From an optimization exercise on the open Yosys and OpenROAD flow, aimed at small area; shortcuts taken in it are not production practice.
In this exercise RTL edits were held to simulation tests only and were not proved equivalent to the original.
No activity file was given, so power comes from the tool's default toggle rates.

Design vga_top, start of the top module:
module vga_top(
	input ClkPort,
	input BtnC,
	input BtnU,
	input BtnD,
	input BtnR,
	input BtnL,
	input MoveTick,  
	output hSync, vSync,
	output [3:0] vgaR, vgaG, vgaB,
	output An0, An1, An2, An3, An4, An5, An6, An7,
	output Ca, Cb, Cc, Cd, Ce, Cf, Cg, Dp,
	output MemOE, MemWR, RamCS, QuadSpiFlashCS
	);
	wire bright;
	wire [9:0] hc, vc;
	wire [3:0] lives;
	wire [6:0] ssdOut;
	wire [3:0] anode;
	wire [11:0] rgb;
	display_controller dc(.clk(ClkPort), .rst(BtnC), .hSync(hSync), .vSync(vSync), .bright(bright), .hCount(hc), .vCount(vc));
	game_control sc(.clk(ClkPort), .en(MoveTick), .bright(bright), .rst(BtnC), .up(BtnU), .down(BtnD), .left(BtnL), .right(BtnR), .hCount(hc), .vCount(vc), .rgb(rgb), .lives(lives));
	display_lives cnt(.displayNumber(lives), .anode(anode), .ssdOut(ssdOut));
	assign vgaR = rgb[11 : 8];
	assign vgaG = rgb[7  : 4];
	assign vgaB = rgb[3  : 0];
	assign {MemOE, MemWR, RamCS, QuadSpiFlashCS} = 4'b1111;
	assign {An7, An6, An5, An4, An3, An2, An1, An0} = {4'b1111, anode};
	assign {Ca, Cb, Cc, Cd, Ce, Cf, Cg} = ssdOut[6 : 0];
	assign Dp = 1'b1;  
endmodule
Size in the first run: ~940 cells after synthesis, about 41 I/O pins, ~0.0078 mm² of cells after synthesis.
Settings: LEC_CHECK=0, CAP_MARGIN=20, CORE_MARGIN=2, CORE_UTILIZATION=40, CTS_BUF_LIST=sky130_fd_sc_hd__clkbuf_8, PLACE_DENSITY=0.6, SLEW_MARGIN=20; clock period 12.0 ns.
standard.sh (not shown) runs the stock make flow with config.mk's settings and CLKGATE_MAP_FILE= SYNTH_SCRIPT=/design/flow/synth_recipe.tcl, a recipe that flattens the netlist after the stock synthesis.
==> flow/flow/run.sh <==
#!/bin/bash
# The standard layout (standard.sh: ORFS synthesis through finish), with:
#  - synthesis: synth_recipe.tcl unchanged, except that its technology mapping
#    step runs an area-oriented ABC script (flow/synth.tcl, flow/abc_area.script);
#  - the port buffers that global placement inserts on every input and output use
#    the smallest buffer cell;
#  - the constant outputs share the tie cells synthesis gives them (no tie fanout repair);
#  - clock tree synthesis adds no dummy loads (its other arguments are the
#    standard ones, with the clkbuf_8 buffer list of config.mk).
# Each make call's output goes to its own flow_make_*.log; each ORFS step keeps its
# own log under orfs/logs/.
set -euo pipefail
W="$PWD"
export FLOW_ABC_SCRIPT="$W/flow/abc_area.script"
export FLOW_SYNTH_TCL="$W/synth_recipe.tcl"
export SKIP_REPAIR_TIE_FANOUT=1
export BUFFER_PORTS_ARGS="-buffer_cell sky130_fd_sc_hd__buf_1"
export CTS_ARGS="-sink_clustering_enable -repair_clock_nets -buf_list sky130_fd_sc_hd__clkbuf_8 -dont_use_dummy_load"
bash standard.sh synth SYNTH_SCRIPT="$W/flow/synth.tcl" > flow_make_synth.log 2>&1
bash standard.sh finish SYNTH_SCRIPT="$W/flow/synth.tcl" > flow_make_finish.log 2>&1
==> flow/flow/abc_area.script <==
&get -n
&st
&synch2
&dch -f
&nf -p -R 1000
&st
&syn2
&synch2
&dch -f
&nf -p -R 1000
&st
&synch2
&dch -f
&nf -p -R 1000
&st
&synch2
&dch -f
&nf -p -R 1000
&st
&synch2
&dch -f
&nf -p -R 1000
&put
==> flow/flow/synth.tcl <==
# The standard flow's synthesis script (synth_recipe.tcl in the flow's work folder), with the
# technology mapping step (ORFS's final "abc -script ..." call) run with
# flow/abc_area.script, an area-oriented ABC script, in place of ORFS's script.
# Flip-flops are mapped before this step, so the registers are the standard ones.
proc abc {args} {
  set i [lsearch -exact $args -script]
  if {$i >= 0} {
    set args [lreplace $args [expr {$i + 1}] [expr {$i + 1}] $::env(FLOW_ABC_SCRIPT)]
  }
  puts "abc mapping script: $::env(FLOW_ABC_SCRIPT)"
  yosys abc {*}$args
}
source $::env(FLOW_SYNTH_TCL)
The starting point ran to the end with no violations.
==> next run, changes <==
--- a/flow/flow/abc_area.script
+++ b/flow/flow/abc_area.script
@@ -22,0 +23,20 @@
+&st
+&synch2
+&dch -f
+&nf -p -R 1000
+&st
+&synch2
+&dch -f
+&nf -p -R 1000
+&st
+&synch2
+&dch -f
+&nf -p -R 1000
+&st
+&synch2
+&dch -f
+&nf -p -R 1000
+&st
+&synch2
+&dch -f
+&nf -p -R 1000
Result: Critical path depth shrinks by 4; power increases by 0.40%; final area shrinks by 1.6%; worst hold slack barely changes; via count shrinks by 2.7%; register-to-register slack improved by 170 ps; sequential power decreases by about 0.8%.
==> next run, changes <==
--- a/flow/flow/run.sh
+++ b/flow/flow/run.sh
@@ -7 +6,0 @@
-#  - the constant outputs share the tie cells synthesis gives them (no tie fanout repair);
@@ -16 +14,0 @@
-export SKIP_REPAIR_TIE_FANOUT=1
==> flow/flow/abc_area.script (replaced) <==
&get -n
&st
&synch2
&dch -f
&nf -p -R 1000
&st
&syn2
&synch2
&dch -f
&nf -p -R 1000
&st
&synch2
&dch -f
&nf -p -R 1000
&st
&synch2
&dch -f
&nf -p -R 1000
&st
&synch2
&dch -f
&nf -p -R 1000
&put
What happened: Worst setup slack gets worse by 44 ps. Hold slack is worse by 13 ps. Register-to-register slack loses 300 ps. Cell count climbs by 7.2%. Clock power shrinks by about 3%. Routed wire length grows by 5.3%. Final area rose by 2.2%. Via count rises by 2.3%.
==> next run, changes <==
--- a/flow/flow/run.sh
+++ b/flow/flow/run.sh
@@ -6,0 +7 @@
+#  - the constant outputs share the tie cells synthesis gives them (no tie fanout repair);
@@ -14,0 +16 @@
+export SKIP_REPAIR_TIE_FANOUT=1
@@ -16 +18 @@
-export CTS_ARGS="-sink_clustering_enable -repair_clock_nets -buf_list sky130_fd_sc_hd__clkbuf_8 -dont_use_dummy_load"
+export CTS_ARGS="-sink_clustering_enable -repair_clock_nets -root_buf sky130_fd_sc_hd__clkbuf_8 -buf_list sky130_fd_sc_hd__clkbuf_4 -dont_use_dummy_load"
--- a/flow/flow/abc_area.script
+++ b/flow/flow/abc_area.script
@@ -22,0 +23,20 @@
+&st
+&synch2
+&dch -f
+&nf -p -R 1000
+&st
+&synch2
+&dch -f
+&nf -p -R 1000
+&st
+&synch2
+&dch -f
+&nf -p -R 1000
+&st
+&synch2
+&dch -f
+&nf -p -R 1000
+&st
+&synch2
+&dch -f
+&nf -p -R 1000
- CORE_UTILIZATION: 40 -> 50
- PLACE_DENSITY: 0.6 -> 0.65
Result: First-iteration DRC count goes down by 26%. Worst setup slack gets better by 140 ps. Synthesized cell count came out lower by 4.3%. Power went down by 1.4%. Design area is lower by 2.9%.
==> next run, changes <==
--- a/flow/flow/run.sh
+++ b/flow/flow/run.sh
@@ -18 +18 @@
-export CTS_ARGS="-sink_clustering_enable -repair_clock_nets -root_buf sky130_fd_sc_hd__clkbuf_8 -buf_list sky130_fd_sc_hd__clkbuf_4 -dont_use_dummy_load"
+export CTS_ARGS="-sink_clustering_enable -repair_clock_nets -buf_list sky130_fd_sc_hd__clkbuf_8 -dont_use_dummy_load"
==> flow/flow/abc_area.script (replaced) <==
&get -n
&st
&synch2
&dch -f
&nf -p -R 1000
&st
&syn2
&synch2
&dch -f
&nf -p -R 1000
&st
&synch2
&dch -f
&nf -p -R 1000
&st
&synch2
&dch -f
&nf -p -R 1000
&st
&synch2
&dch -f
&nf -p -R 1000
&put
The changed run completed without violations.
Register-to-register slack is worse by 50 ps.
Wire length increases by a little under a tenth.
Die area rises slightly.
Maximum frequency grows slightly.
Design area grows slightly.
Total power rose slightly.
Clock-buffer cell count does not change.
Final cell count rose by a few percent.
Non-clock buffer count came out lower by 1.
Core utilization rises by 0.20 points.
==> next run, changes <==
--- a/flow/flow/run.sh
+++ b/flow/flow/run.sh
@@ -18 +18 @@
-export CTS_ARGS="-sink_clustering_enable -repair_clock_nets -buf_list sky130_fd_sc_hd__clkbuf_8 -dont_use_dummy_load"
+export CTS_ARGS="-sink_clustering_enable -repair_clock_nets -root_buf sky130_fd_sc_hd__clkbuf_8 -buf_list sky130_fd_sc_hd__clkbuf_4 -dont_use_dummy_load"
--- a/flow/flow/abc_area.script
+++ b/flow/flow/abc_area.script
@@ -22,0 +23,20 @@
+&st
+&synch2
+&dch -f
+&nf -p -R 1000
+&st
+&synch2
+&dch -f
+&nf -p -R 1000
+&st
+&synch2
+&dch -f
+&nf -p -R 1000
+&st
+&synch2
+&dch -f
+&nf -p -R 1000
+&st
+&synch2
+&dch -f
+&nf -p -R 1000
- CORE_UTILIZATION: 50 -> 40
- PLACE_DENSITY: 0.65 -> 0.6
=>
- The changed run produced a clean layout
- fmax decreases by about 1.6%
- power stays flat
- die area grows by about 23%
- design area goes down by 0.32%
- sequential power fell by about 1%
- clock power stays flat
- register-to-register slack gets better by 130 ps
- hold slack is worse by 5.2 ps
- sequential cell count is unchanged
- non-clock buffer count came out higher by 1
- worst setup slack degrades by 140 ps

==> re-timing with driven ports <==
How much do the figures lean on ideal ports? The routed layouts below were timed once more, with nothing changed but the port constraints.
Step 1: set_driving_cell puts a clkbuf_16 on ClkPort and a buf_2 on each other input, an assumption about the parent block.
Step 2 also shifts input and output timing later by t, the mid clock arrival at the registers, as if the neighbouring blocks saw the same clock.
Three values: ideal ports, drivers, drivers and shift; two values: the first two.
| run | t, ns | setup WS [ns] | clock arrival spread, ns |
|---|---|---|---|
| the first run | 0.416 | 3.175 / 3.139 / 3.555 | 0.034 / 0.034 |
| the second run | 0.425 | 3.266 / 3.225 / 3.650 | 0.027 / 0.028 |
| the third run | 0.408 | 3.222 / 3.186 / 3.594 | 0.037 / 0.037 |
| the fourth run | 0.417 | 3.361 / 3.324 / 3.741 | 0.030 / 0.030 |
| the fifth run | 0.410 | 3.409 / 3.368 / 3.779 | 0.045 / 0.045 |
| the sixth run | 0.425 | 3.266 / 3.225 / 3.650 | 0.027 / 0.028 |
After both steps every run listed still meets setup and hold.
